What follows belongs to an exercise in optimizing a design on an open flow for small area; a production flow would make more cautious choices. The RTL was checked by simulation tests, not by an equivalence proof against the original design. The flow treats the clock pin as an ideal source, which a real chip does not have.

Setup of ember:
## cache
module cache(
    input clk,
    input reset,
    input i_fetch_valid,
    input i_rfread_valid,
    input [5:0] i_current_pc,
    input i_is_br_instr_rfread,
    input [5:0] i_target_pc,
    output logic [5:0] o_prediction_pc,
	output logic o_prediction_fastcall,
	output logic fastz_d,
	output logic fastz_dd,
	input [15:0] i_ir_rfread
);
	logic [5:0] pc1_n, pc2, pc3, pc_ex;
	logic br_ex;
	logic [5:0] v;
	logic [13:0] ent0, ent1, ent2, ent3, ent4, ent5;
	wire rst_n;
	wire [5:0] pc1_n_d, pc2_d;
	g_inv u_rst_n (.a(reset), .y(rst_n));
	genvar k;
	generate
		for (k = 0; k < 6; k = k + 1) begin : g_pc
			g_nand2 u_pc1 (.a(rst_n), .b(i_current_pc[k]), .y(pc1_n_d[k]));
			g_nor2 u_pc2 (.a(reset), .b(pc1_n[k]), .y(pc2_d[k]));
		end
	endgenerate
	always_ff @(posedge clk) begin
		pc1_n <= pc1_n_d;
		pc2 <= pc2_d;
		pc3 <= pc2;
		if (i_fetch_valid)
			pc_ex <= pc2_d;
	end
	wire br_mux_n, br_ex_d;
	g_mux2i u_br_mux (.s(i_fetch_valid), .a0(br_ex), .a1(i_is_br_instr_rfread), .y(br_mux_n));
	g_nor2 u_br_rst (.a(reset), .b(br_mux_n), .y(br_ex_d));
	always_ff @(posedge clk)
		br_ex <= br_ex_d;
	wire rec;
	g_and2 u_rec (.a(i_rfread_valid), .b(br_ex), .y(rec));
	wire use_pc3, rec_call, rec_z;
	rec_decode u_dec (.ir(i_ir_rfread[4:0]), .use_pc3(use_pc3), .call(rec_call), .z(rec_z));
	wire [5:0] rec_pc_n;
	generate
		for (k = 0; k < 6; k = k + 1) begin : g_recpc
			g_mux2i u_m (.s(use_pc3), .a0(pc_ex[k]), .a1(pc3[k]), .y(rec_pc_n[k]));
		end
	endgenerate
	wire [13:0] rec_data = {rec_z, rec_call, i_target_pc, rec_pc_n};
	wire [5:0] v_d, nxt;
	valid_ctl u_vc (.reset(reset), .rst_n(rst_n), .rec(rec), .v(v), .v_d(v_d), .nxt(nxt));
	always_ff @(posedge clk)
		v <= v_d;
	wire [13:0] ent0_d, ent1_d, ent2_d, ent3_d, ent4_d, ent5_d;
	generate
		for (k = 0; k < 14; k = k + 1) begin : g_tab
			g_a22o u_e0 (.a1(ent0[k]), .a2(v[0]), .b1(rec_data[k]), .b2(nxt[0]), .x(ent0_d[k]));
			g_a22o u_e1 (.a1(ent1[k]), .a2(v[1]), .b1(rec_data[k]), .b2(nxt[1]), .x(ent1_d[k]));
			g_a22o u_e2 (.a1(ent2[k]), .a2(v[2]), .b1(rec_data[k]), .b2(nxt[2]), .x(ent2_d[k]));
			g_a22o u_e3 (.a1(ent3[k]), .a2(v[3]), .b1(rec_data[k]), .b2(nxt[3]), .x(ent3_d[k]));
			g_a22o u_e4 (.a1(ent4[k]), .a2(v[4]), .b1(rec_data[k]), .b2(nxt[4]), .x(ent4_d[k]));
			g_a22o u_e5 (.a1(ent5[k]), .a2(v[5]), .b1(rec_data[k]), .b2(nxt[5]), .x(ent5_d[k]));
		end
	endgenerate
  ...
Settings: LEC_CHECK=0, CAP_MARGIN=0, CORE_MARGIN=2, CORE_UTILIZATION=65, GPL_TIMING_DRIVEN=0, SLEW_MARGIN=0, SYNTH_HIERARCHICAL=1, SYNTH_MINIMUM_KEEP_SIZE=0; clock period 7.0 ns.
standard.sh (not shown) runs the stock make flow with config.mk's settings and CLKGATE_MAP_FILE= SYNTH_SCRIPT=/design/flow/synth_recipe.tcl, a recipe that flattens the netlist after the stock synthesis.
==> flow/flow/run.sh <==
#!/bin/bash
# Layout flow: the standard ORFS flow (standard.sh), with
#  - synthesis through flow/my_synth.tcl: synth_recipe.tcl plus an area-oriented
#    ABC script (flow/area.abc) for the logic mapping; registers are mapped by
#    the standard dfflibmap step as before;
#  - buf_1 port buffers;
#  - clock tree built from clkbuf_4 buffers, without dummy loads.
# Each tool's output goes to logs under orfs/logs (ORFS) and standard.log here.
set -e
F=$PWD/flow
EXTRA=()
[ -f "$F/extra.txt" ] && mapfile -t EXTRA < "$F/extra.txt"
for i in "${!EXTRA[@]}"; do EXTRA[$i]=${EXTRA[$i]//@FLOW@/$F}; done
bash standard.sh \
  SYNTH_SCRIPT=$F/my_synth.tcl \
  MY_ABC_SCRIPT=$F/area.abc \
  "BUFFER_PORTS_ARGS=-buffer_cell sky130_fd_sc_hd__buf_1" \
  "CTS_ARGS=-sink_clustering_enable -repair_clock_nets -dont_use_dummy_load -buf_list sky130_fd_sc_hd__clkbuf_4" \
  "${EXTRA[@]}" \
  finish > standard.log 2>&1
==> flow/flow/clock_tree.tcl <==
# Clock tree built before CTS (PRE_CTS_TCL): the flip-flops are split by
# recursive bisection of their positions into groups of at most
# CLOCK_TREE_GROUP sinks; each group gets a leaf cell (CLOCK_TREE_LEAF) at
# its centre, and one root cell (CLOCK_TREE_ROOT), the only cell the clock
# port drives, drives all leaves. Root and leaves are both buffers or both
# inverters, so the flip-flops see the clock's own polarity. TritonCTS then
# finds the clock already buffered and leaves it alone.
set group_max $::env(CLOCK_TREE_GROUP)
set leaf_cell $::env(CLOCK_TREE_LEAF)
set root_cell $::env(CLOCK_TREE_ROOT)
set db [ord::get_db]
set block [ord::get_db_block]
set dbu [$block getDbUnitsPerMicron]
set clk_net [$block findNet clk]

proc io_pins {master} {
  set in ""; set out ""
  foreach mt [$master getMTerms] {
    set sig [$mt getSigType]
    if {$sig eq "POWER" || $sig eq "GROUND"} continue
    if {[$mt getIoType] eq "OUTPUT"} { set out [$mt getName] } else { set in [$mt getName] }
  }
  return [list $in $out]
}

# insert a cell driven by net $from that drives the iterms $loads
proc add_driver {cell name net_name from loads x y} {
  global db block dbu
  set master [$db findMaster $cell]
  lassign [io_pins $master] in out
  set inst [odb::dbInst_create $block $master $name]
  set net [odb::dbNet_create $block $net_name]
  $net setSigType CLOCK
  foreach it $loads { $it disconnect; $it connect $net }
  [$inst findITerm $in] connect $from
  [$inst findITerm $out] connect $net
  $inst setLocation [expr {int($x * $dbu - [$master getWidth] / 2)}] [expr {int($y * $dbu)}]
  $inst setPlacementStatus PLACED
  return $inst
}

set sinks {}
foreach it [$clk_net getITerms] {
  set bb [[$it getInst] getBBox]
  lappend sinks [list $it [expr {([$bb xMin] + [$bb xMax]) / 2.0 / $dbu}] \
                          [expr {([$bb yMin] + [$bb yMax]) / 2.0 / $dbu}]]
}
set n [llength $sinks]
set k_total [expr {($n + $group_max - 1) / $group_max}]

proc split_groups {sinks k} {
  if {$k <= 1} { return [list $sinks] }
  set xs [lmap s $sinks {lindex $s 1}]
  set ys [lmap s $sinks {lindex $s 2}]
  set w [expr {[tcl::mathfunc::max {*}$xs] - [tcl::mathfunc::min {*}$xs]}]
  set h [expr {[tcl::mathfunc::max {*}$ys] - [tcl::mathfunc::min {*}$ys]}]
  set sorted [lsort -real -index [expr {$w >= $h ? 1 : 2}] $sinks]
  set k1 [expr {$k / 2}]
  set n1 [expr {int(round([llength $sorted] * double($k1) / $k))}]
  return [concat [split_groups [lrange $sorted 0 [expr {$n1 - 1}]] $k1] \
                 [split_groups [lrange $sorted $n1 end] [expr {$k - $k1}]]]
}

set groups [split_groups $sinks $k_total]
puts "clock_tree: $n sinks in [llength $groups] groups of $leaf_cell, root $root_cell"
set leaves {}
set lx 0.0; set ly 0.0; set i 0
foreach g $groups {
  set cx [expr {[tcl::mathop::+ {*}[lmap s $g {lindex $s 1}]] / [llength $g]}]
  set cy [expr {[tcl::mathop::+ {*}[lmap s $g {lindex $s 2}]] / [llength $g]}]
  set lx [expr {$lx + $cx}]; set ly [expr {$ly + $cy}]
  puts "clock_tree: leaf $i: [llength $g] sinks at [format %.1f $cx] [format %.1f $cy]"
  set inst [add_driver $leaf_cell clk_leaf_$i clk_leaf_net_$i $clk_net [lmap s $g {lindex $s 0}] $cx $cy]
  lassign [io_pins [$inst getMaster]] in out
  lappend leaves [$inst findITerm $in]
  incr i
}
set ng [llength $groups]
add_driver $root_cell clk_root clk_root_net $clk_net $leaves [expr {$lx / $ng}] [expr {$ly / $ng}]
# The port now drives only the root; the root's input stays on net clk.
==> flow/flow/extra.txt <==
PRE_CTS_TCL=@FLOW@/clock_tree.tcl
CLOCK_TREE_GROUP=8
CLOCK_TREE_LEAF=sky130_fd_sc_hd__inv_4
CLOCK_TREE_ROOT=sky130_fd_sc_hd__inv_12
Other scripts of this flow, unchanged in this note and not shown: flow/flow/area.abc, flow/flow/my_synth.tcl
ember never completed, since it errored out during clock tree synthesis (4_1_cts).
The following lists how onyx was set up differently from ember:
--- a/flow/flow/clock_tree.tcl
+++ b/flow/flow/clock_tree.tcl
@@ -26,6 +26,7 @@
 # insert a cell driven by net $from that drives the iterms $loads
 proc add_driver {cell name net_name from loads x y} {
-  global db block dbu
-  set master [$db findMaster $cell]
+  set block [ord::get_db_block]
+  set dbu [$block getDbUnitsPerMicron]
+  set master [[ord::get_db] findMaster $cell]
   lassign [io_pins $master] in out
   set inst [odb::dbInst_create $block $master $name]
==> flow/flow/extra.txt <==
PRE_CTS_TCL=@FLOW@/clock_tree.tcl
CLOCK_TREE_GROUP=8
CLOCK_TREE_LEAF=sky130_fd_sc_hd__clkbuf_4
CLOCK_TREE_ROOT=sky130_fd_sc_hd__clkbuf_8
### Flow results
onyx reached the final stage; the timing, design-rule and antenna checks on its layout passed.
onyx -> ember: pre-CTS setup slack delta 0, exact match
Diff ember..onyx | routability-driven placement congestion ratio | unchanged
Re floorplan row count: no difference whatsoever between onyx and ember.
From onyx to ember, total of flip-flops plus latches after synthesis did not move at all.
ember → onyx: number of enable-type register cells in the synthesized netlist was more or less identical, die width has remained practically unchanged, synthesized area per cell closely matched the old numbers, cell area reported after detailed placement now sits at about the same level, mapped cell area shows no meaningful change.

==> re-timing with driven ports <==
Ports are ideal in the flow. The routed layout listed here was re-timed in OpenROAD.
Step 1 (the two cells are an assumption about what drives the block):
set clk [get_ports {clk}]
set_driving_cell -lib_cell sky130_fd_sc_hd__clkbuf_16 $clk
set_driving_cell -lib_cell sky130_fd_sc_hd__buf_2 [delete_from_list [all_inputs] $clk]
Step 2 also shifts input and output timing later by t, the mid clock arrival at the registers, as if the neighbouring blocks saw the same clock.
a / b / c = ideal ports / drivers / drivers and shift; a / b = the first two.
run: onyx
t (ns): 0.855
slack for setup (ns): 0.646 / 0.621 / 0.621
worst setup path at the end: input to output
clock arrival spread, ns: 0.060 / 0.060
worst register clock-pin slew, ns: 0.06 / 0.06
After both steps setup and hold are still met in onyx. For onyx, drivers alone change the setup slack by -0.025 ns; drivers and shift together by -0.025 ns.
